This is an optimization exercise on Yosys and OpenROAD, whose aim is small area, a short achievable clock period and few clock cycles, not a production implementation.
In this exercise RTL edits were held to simulation tests only and were not proved equivalent to the original.
No activity file was given, so power comes from the tool's default toggle rates.

<file path="design/flow/run.sh">
#!/bin/bash
# synth_recipe.tcl (not shown) runs the flow's synth.tcl, then flattens the netlist and writes it again
# the make line also repeats each setting of config.mk as NAME=value (left out here)
make -C /OpenROAD-flow-scripts/flow DESIGN_CONFIG=/design/flow/config.mk WORK_HOME=/design/flow/orfs CLKGATE_MAP_FILE= SYNTH_SCRIPT=/design/flow/synth_recipe.tcl finish
</file>
<file path="design/flow/constraint.sdc">
create_clock -name core_clock -period 14.0 [get_ports {clk}]
set_input_delay 2.8000 -clock core_clock [delete_from_list [all_inputs] [get_ports {clk}]]
set_output_delay 2.8000 -clock core_clock [all_outputs]
set_load 0.01 [all_outputs]
</file>
<file path="design/flow/design.v">
module mips_top (input         clk,
                 input         rst,
                 input         port_sel,
                 input         port_en,
                 input  [31:0] user_input,
                 input  [31:0] mem_rdata,
                 output [7:0]  mem_addr,
                 output [31:0] mem_wdata,
                 output        mem_we,
                 output [31:0] outport,
                 output        halted);
    reg [31:0] inport0, inport1, outp;
    always @(posedge clk) begin
        if (port_en && !port_sel) inport0 <= user_input;
        if (port_en &&  port_sel) inport1 <= user_input;
    end
    assign outport = outp;
    reg  [7:0]  ma;      
    reg         fv;      
    reg  [7:0]  ra;      
    reg  [7:0]  da;      
    reg         dv;      
    reg         mwe;
    reg  [31:0] mwd;
    assign mem_addr  = ma;
    assign mem_we    = mwe;
    assign mem_wdata = mwd;
    reg         ldm;     
    reg  [4:0]  ldm_rt;
    reg         ldw;     
    reg  [4:0]  ldw_rt;
    reg  [31:0] ir;
    reg         iv;
    reg  [31:0] pc;      
    reg         hlt;
    assign halted = hlt;
    wire [5:0]  op    = ir[31:26];
    wire [5:0]  fn    = ir[5:0];
    wire [4:0]  rs    = ir[25:21];
    wire [4:0]  rt    = ir[20:16];
    wire [4:0]  rd    = ir[15:11];
    wire [4:0]  sh    = ir[10:6];
    wire [15:0] imm   = ir[15:0];
    wire rtype   = (op == 6'h00);
    wire f_addu  = rtype && (fn == 6'h21);
    wire f_subu  = rtype && (fn == 6'h23);
    wire f_and   = rtype && (fn == 6'h24);
    wire f_or    = rtype && (fn == 6'h25);
    wire f_xor   = rtype && (fn == 6'h26);
    wire f_sll   = rtype && (fn == 6'h00);
    wire f_srl   = rtype && (fn == 6'h02 || fn == 6'h03);
    wire f_slt   = rtype && (fn == 6'h2a || fn == 6'h2b);
    wire f_mult  = rtype && (fn == 6'h18 || fn == 6'h19);
    wire f_mfhi  = rtype && (fn == 6'h10);
    wire f_mflo  = rtype && (fn == 6'h12);
    wire f_jr    = rtype && (fn == 6'h08);
    wire i_add   = (op == 6'h09) || (op == 6'h0a);
    wire i_and   = (op == 6'h0c);
    wire i_or    = (op == 6'h0d);
    wire i_xor   = (op == 6'h0e);
    wire i_sub   = (op == 6'h10);
    wire i_lw    = (op == 6'h23);
    wire i_sw    = (op == 6'h2b);
    wire i_beq   = (op == 6'h04);
    wire i_bne   = (op == 6'h05);
    wire i_j     = (op == 6'h02);
    wire i_jal   = (op == 6'h03);
    wire i_halt  = (op == 6'h3f);
    wire lw_p0   = i_lw && (imm == 16'hFFF8);
    wire lw_p1   = i_lw && (imm == 16'hFFFC);
    wire lw_mem  = i_lw && !lw_p0 && !lw_p1;
    wire [31:0] a, b;        
    reg         rf_we;
    reg  [4:0]  rf_wa;
    reg  [31:0] rf_wd;
    register_file i_rf (.clk(clk), .rst(rst), .we(rf_we), .wa(rf_wa), .wd(rf_wd),
                        .ra0(rs), .ra1(rt), .rd0(a), .rd1(b));
    wire        mbusy;
    wire [31:0] hi, lo;
    wire ld_haz = ldm && (ldm_rt != 5'd0) &&
                  (rs == ldm_rt || rt == ldm_rt || (rtype && rd == ldm_rt));
    wire stall  = ldw || ld_haz || ((f_mfhi || f_mflo) && mbusy);
    wire exec   = iv && !hlt && !stall;
    mips_mul i_mul (.clk(clk), .rst(rst), .start(exec && f_mult), .sgn(!fn[0]),
                    .a(a), .b(b), .busy(mbusy), .hi(hi), .lo(lo));
    wire        use_imm = !rtype;
    wire [31:0] zimm    = {16'd0, imm};
    wire [31:0] bop     = use_imm ? zimm : b;
    wire        do_sub  = f_subu || i_sub || f_slt;
    wire [31:0] sum     = a + (do_sub ? ~bop : bop) + {31'd0, do_sub};
    wire        lt      = (a[31] ^ b[31]) ? a[31] : sum[31];
    wire [31:0] pc4     = pc + 32'd4;
    reg [31:0] res;
    always @(*) begin
        res = sum;
        if (f_and || i_and)      res = a & bop;
        else if (f_or || i_or)   res = a | bop;
        else if (f_xor || i_xor) res = a ^ bop;
        else if (f_sll)          res = b << sh;
        else if (f_srl)          res = b >> sh;
        else if (f_slt)          res = {31'd0, lt};
        else if (f_mfhi)         res = hi;
        else if (f_mflo)         res = lo;
        else if (i_jal)          res = pc4;
        else if (lw_p0)          res = inport0;
        else if (lw_p1)          res = inport1;
    end
    wire x_wr = rtype ? !(f_mult || f_jr) :
                (i_add || i_and || i_or || i_xor || i_sub || lw_p0 || lw_p1 || i_jal);
    wire [4:0] x_wa = rtype ? rd : (i_jal ? 5'd31 : rt);
    always @(*) begin
        rf_we = 1'b0;
        rf_wa = x_wa;
        rf_wd = res;
        if (ldw) begin
            rf_we = 1'b1;
            rf_wa = ldw_rt;
            rf_wd = mem_rdata;
        end else if (exec && x_wr) begin
            rf_we = 1'b1;
        end
    end
    wire        eq      = (a == b);
    wire        taken   = (i_beq && eq) || (i_bne && !eq);
    wire [31:0] btarget = {pc[31:2] + {14'd0, imm} + 30'd1, 2'b00};
    wire        x_redir = exec && (taken || f_jr);
    wire [31:0] xtarget = f_jr ? a : btarget;
    reg [31:0] npc;
    always @(*) begin
        npc = pc4;
        if (taken)             npc = btarget;
        else if (f_jr)         npc = a;
        else if (i_j || i_jal) npc = {pc4[31:28], ir[25:0], 2'b00};
    end
    wire [9:0]  dsum    = a[9:0] + imm[9:0];
    wire [31:0] K       = 32'h0000FFFC;
    wire [31:0] cneed   = a ^ zimm ^ K;
    wire [31:0] cgen    = {(a[30:0] & zimm[30:0]) | ((a[30:0] ^ zimm[30:0]) & ~K[30:0]), 1'b0};
    wire        to_port = (cneed == cgen);
    wire        x_mem   = exec && (lw_mem || (i_sw && !to_port));
    wire        ir_free = exec || !iv;
    wire        accept  = dv && !x_redir && ir_free;
    wire        drop    = dv && !x_redir && !ir_free;
    wire        d_jump  = accept && (mem_rdata[31:27] == 5'b00001);    
    always @(posedge clk) begin
        if (rst) begin
            ma     <= 8'd0;
            fv     <= 1'b1;
            dv     <= 1'b0;
            mwe    <= 1'b0;
            ldm    <= 1'b0;
            ldw    <= 1'b0;
            iv     <= 1'b0;
            pc     <= 32'd0;
            hlt    <= 1'b0;
            outp   <= 32'd0;
        end else begin
            da  <= ma;
            if (x_redir) begin
                ma <= xtarget[9:2];
                fv <= 1'b1;
                dv <= 1'b0;
            end else if (x_mem) begin
                ma <= dsum[9:2];
                fv <= 1'b0;
                dv <= fv && !d_jump;
                ra <= d_jump ? mem_rdata[7:0] : (fv ? ma + 8'd1 : ra);
            end else if (drop) begin
                ma <= da;
                fv <= 1'b1;
                dv <= 1'b0;
            end else if (d_jump) begin
                ma <= mem_rdata[7:0];
                fv <= 1'b1;
                dv <= 1'b0;
            end else begin
                ma <= fv ? ma + 8'd1 : ra;
                fv <= 1'b1;
                dv <= fv;
            end
            mwe <= exec && i_sw && !to_port;
            mwd <= b;
            if (exec && i_sw && to_port)
                outp <= b;
            ldm    <= exec && lw_mem;
            ldm_rt <= rt;
            ldw    <= ldm;
            ldw_rt <= ldm_rt;
            if (exec) begin
                pc <= npc;
                if (i_halt)
                    hlt <= 1'b1;
            end
            if (ir_free) begin
                ir <= mem_rdata;
                iv <= accept;
            end else if (x_redir) begin
                iv <= 1'b0;
            end
        end
    end
endmodule
module register_file (input             clk,
                      input             rst,
                      input             we,
                      input      [4:0]  wa,
                      input      [31:0] wd,
                      input      [4:0]  ra0,
                      input      [4:0]  ra1,
                      output     [31:0] rd0,
                      output     [31:0] rd1);
    wire [31:0] wbus = rst ? 32'd0 : wd;
    wire [31:0] rv [0:31];
    assign rv[0] = 32'd0;
    genvar r;
    generate
        for (r = 1; r < 32; r = r + 1) begin : g_reg
            reg [31:0] q;
            always @(posedge clk)
                if (rst || (we && wa == r))
                    q <= wbus;
            assign rv[r] = q;
        end
    endgenerate
    assign rd0 = rv[ra0];
    assign rd1 = rv[ra1];
endmodule
module mips_mul (input             clk,
                 input             rst,
                 input             start,
                 input             sgn,
                 input      [31:0] a,
                 input      [31:0] b,
                 output            busy,
                 output     [31:0] hi,
                 output     [31:0] lo);
    reg [32:0] ma;     
    reg [31:0] mb;     
    reg [33:0] acc;    
    reg [3:0]  cnt;    
    reg        ms;     
    assign busy = (cnt != 4'd0);
    assign hi   = acc[31:0];
    assign lo   = mb;
    wire        neg = ms & (cnt == 4'd1) & mb[3];
    wire [37:0] ax  = {{5{ma[32]}}, ma};
    wire [37:0] r0  = mb[0] ? ax : 38'd0;
    wire [37:0] r1  = mb[1] ? {ax[36:0], 1'b0} : 38'd0;
    wire [37:0] r2  = mb[2] ? {ax[35:0], 2'b0} : 38'd0;
    wire [37:0] r3  = (mb[3] ? {ax[34:0], 3'b0} : 38'd0) ^ {38{neg}};
    wire [37:0] r4  = {{4{acc[33]}}, acc};
    wire [37:0] s1 = r0 ^ r1 ^ r2;
    wire [37:0] c1 = {((r0 & r1) | (r0 & r2) | (r1 & r2)), 1'b0} ;
    wire [37:0] s2 = r3 ^ r4 ^ s1;
    wire [37:0] c2 = {((r3 & r4) | (r3 & s1) | (r4 & s1)), 1'b0};
    wire [37:0] s3 = c1 ^ c2 ^ s2;
    wire [37:0] c3 = {((c1 & c2) | (c1 & s2) | (c2 & s2)), 1'b0};
    wire [37:0] sum = s3 + c3 + {37'd0, neg};
    always @(posedge clk) begin
        if (rst) begin
            acc <= 34'd0;
            mb  <= 32'd0;
            cnt <= 4'd0;
        end else if (start) begin
            ma  <= {sgn & a[31], a};
            mb  <= b;
            acc <= 34'd0;
            ms  <= sgn;
            cnt <= 4'd8;
        end else if (busy) begin
            acc <= sum[37:4];
            mb  <= {sum[3:0], mb[31:4]};
            cnt <= cnt - 4'd1;
        end
    end
endmodule
</file>
<file path="design/flow/config.mk">
export PLATFORM = sky130hd
export DESIGN_NAME = mips_top
export DESIGN_NICKNAME = mips_top
export VERILOG_FILES = /design/flow/design.v
export SDC_FILE = /design/flow/constraint.sdc
export NUM_CORES = 8
export LEC_CHECK = 0
export CAP_MARGIN = 20
export CORE_MARGIN = 2
export CORE_UTILIZATION = 40
export PLACE_DENSITY = 0.6
export SLEW_MARGIN = 20
</file>
==> run summary <==
worst min-delay path: cells and delay by family, from the launching register on:
| family | cells | cell delay (ps) |
|---|---|---|
| compound gates | 1 | 50 |
| flops | 1 | 320 |
| simple gates | 1 | 50 |
state kept, by name, indices dropped and copies added, names as in the netlist, 32 cells and up:
name and count:
i_rf.g.q 992, i_mul.acc 34, i_mul.ma 33, i_mul.mb 32
inport0 32, inport1 32, ir 32, mwd 32
outp 32, pc 32
synthesized netlist by cell type, types with 16 or more instances:
cell type / count
nand2b_1: 31
nand4_1: 146
ha_1: 171
nor2_1: 347
buf_6: 18
nand2_1: 524
xnor2_1: 108
inv_1: 191
a31oi_1: 29
o211ai_1: 53
a211oi_1: 60
buf_4: 22
a22oi_1: 608
nor3_1: 84
or3_1: 16
a222oi_1: 24
and3_1: 392
nor2b_1: 37
mux2i_1: 177
a21o_1: 40
o22ai_1: 39
clkbuf_1: 370
o21ai_0: 226
mux4_2: 17
buf_1: 33
a2111oi_0: 121
a221oi_1: 33
a311oi_1: 46
mux2_2: 26
o221ai_1: 31
a21oi_1: 248
a22o_1: 16
nor4_1: 22
or4_1: 61
dfxtp_1: 149
buf_2: 80
edfxtp_1: 1180
and2_1: 47
xor2_1: 99
fa_1: 112
a32oi_1: 46
nand3_1: 240
layout make-up:
type                            instances  area share (%)
Tap cell                             2370           3.557
Multi-Input combinational cell       4495           38.89
Clock inverter                         89           1.331
Clock buffer                          182           4.783
Timing Repair Buffer                  438           4.375
Sequential cell                      1329           46.08
Antenna cell                           33         0.09906
Inverter                              195          0.8840
cells by family (layout without fill, tap and decap cells):
kind of cell / after synthesis / after routing / synth area share (%)
XOR/XNOR: 208 / 208 / 2.514
flip-flops: 1329 / 1329 / 52.61
AO/OA/AOI/OAI: 1748 / 1748 / 17.06
other: 0 / 33 / 0
buffers and inverters: 721 / 904 / 4.152
multiplexers: 228 / 228 / 3.475
AND/OR/NAND/NOR: 2028 / 2028 / 14.19
adder cells (fa/ha/maj): 283 / 283 / 6.001
through the flow:
step	setup slack [ps]	total power, mW	instance area, µm²
2_1_floorplan	6746	6.931	73020
5_1_grt	4406	13.09	83290
6_report	4467	12.89	83360
4_1_cts	4745	12.68	83270
3_3_place_gp	4969	8.611	78170
3_5_place_dp	4756	8.587	78170
power breakdown:
group          internal, mW  switching, mW
combinational         0.777           2.21
clock                  2.36           1.79
sequential             5.22          0.530
metal layers:
layer  vias to the layer above  wire, µm  global-route usage (%)
li1                      25590         -                       -
met1                     32700    141700                   51.83
met2                      6537    166300                   60.44
met3                      2035     56140                   14.93
met4                        16     42470                   35.07
met5                         -       136                       0
path summary, 6_finish.rpt:
path,start,cells past startpoint,slack (ps),to
worst max register to register,ir[17],27,4470,i_rf.g_reg[14].q[24]
worst min register to register,pc[0],2,470,pc[0]
worst min-delay path,pc[0],2,470,pc[0]
worst max-delay path,ir[17],27,4470,i_rf.g_reg[14].q[24]
==> results.cfg <==
[global_route]
grt_max_degree = 72
grt_usage_pct = 42.53
grt_overflow_total = 0
grt_pass1_wl_um = 539600
grt_pass1_vias = 61970
antenna_found_initial = 41

[worst_setup_path]
worstSetupPathType = register to register
cp-end-kind = register
worstSetupStartpointType = register
crit_slowest_cell = or4_1
crit_top_cell = buf_4
crit_family = compound AO/OA/AOI/OAI gates
cpPeakStageDelay_ps = 940
cp.buffers_inverters = 5
crit_arrival_ps = 10200
cp.required_ps = 14670
cp_max_fo = 36

[synth]
yosysTopAreaCell = edfxtp_1
synthDistinctLibCells = 97
syn-instance-count = 6545
ys_ff_latch = 1329
syn_area_um2 = 73020
async_flop_share_pct = 0
synth_ff_type = edfxtp_1
synth_area_leaders = edfxtp_1 (49%), a22oi_1 (6.3%), dfxtp_1 (4.1%)
synth_edf_count = 1180
avgSynthCellArea_um2 = 11.16
ys_warn_count = 3
netlist.area_leader.share_pct = 48.53
syn-num-nets = 6896
yosysSeqAreaShare_pct = 52.61

[cts]
post_cts_buffers = 0
cts_hold_buf = 0
cts_max_level = 4
cts_tree = yes
cts.path.max_buffers = 3
clk_latency_ps = 890
cts_made_buffers = 148
cts_sinks = 1329
clk_pin_slew_ps = 70
ctsResizeCount = 0
root_buffer = clkbuf_16

[floorplanning]
dieArea_um2 = 186000
rows = 156
pin_count = 142
die_h_um = 431.3
die_x_um = 431.3
start_util_pct = 40.31
core_region_area_um2 = 181100

[power]
power_density_nw_per_um2 = 154.6
p_leak_nw = 31.93
ir_worst_vdd_uv = 115.0

[timing]
min_period_ps = 9533
hold_violations = 0
relSlewSlack_pct = 14.93
slew_viol_final = 0
clock_skew_ps = 78.80
worst_hold_slack_ps = 468.1
worst_pin_slew_ps = 1264
post-route-period-util_pct = 68.09
tns_ps = 0
max_freq_mhz = 104.9
rsz0062_at_grt = no
setup_violations = 0

[final_layout]
nNetsFinal = 6958
mostFrequentLayoutCells = edfxtp_1 (1180), a22oi_1 (608), nand2_1 (503)
utilization_pct = 46.02
fin_cells = 9131
ff_latch_area_um2 = 38420
final_common_cell = edfxtp_1
layout-drive-gt1-share_pct = 11.04
multi_input_area_um2 = 32420
syn2layout_area_growth_pct = 14.16
fillCellCount = 16590

[routing]
antenna_left = 0
wirelength_um = 406700
vias_per_cell = 7.324
first_pass_iters = 10
drc = 0
wl_per_cell_um = 44.54
drt_iter0_drc = 13600
vias = 66870

[min_path]
holdCritPathClass = register to register

[run]
cap_violations = 0

[placed_design]
dpl.cell_count = 8826
place.port_buffers = 141
gp_congestion = 1.047
place.detailed.hpwl_um = 254800

[run_status]
status = timing/DRC/antenna clean
Testbench counts, summed over its fixed seeds: cycles 202,231.

what the ideal ports hide:
In the flow no input, the clock included, has a driving cell. The finished layout below was timed again as built, in two steps. Step 1: set_driving_cell puts a clkbuf_16 on clk and a buf_2 on each other input, an assumption about the parent block. Step 2 also shifts input and output timing later by t, the mid clock arrival at the registers, as if the neighbouring blocks saw the same clock. Slacks: ideal ports / drivers / drivers and shift; pairs: ideal ports / drivers.
t (ns): 0.941
setup WS [ns]: 4.467 / 4.467 / 4.467
worst setup path at the end: register to register
worst data-port slew with drivers (ns): 0.05
cell pins on the clock port's net: 1
After both steps this run still meets setup and hold. The setup slack of this run moves by 0.000 ns with the drivers and by 0.000 ns with both steps.
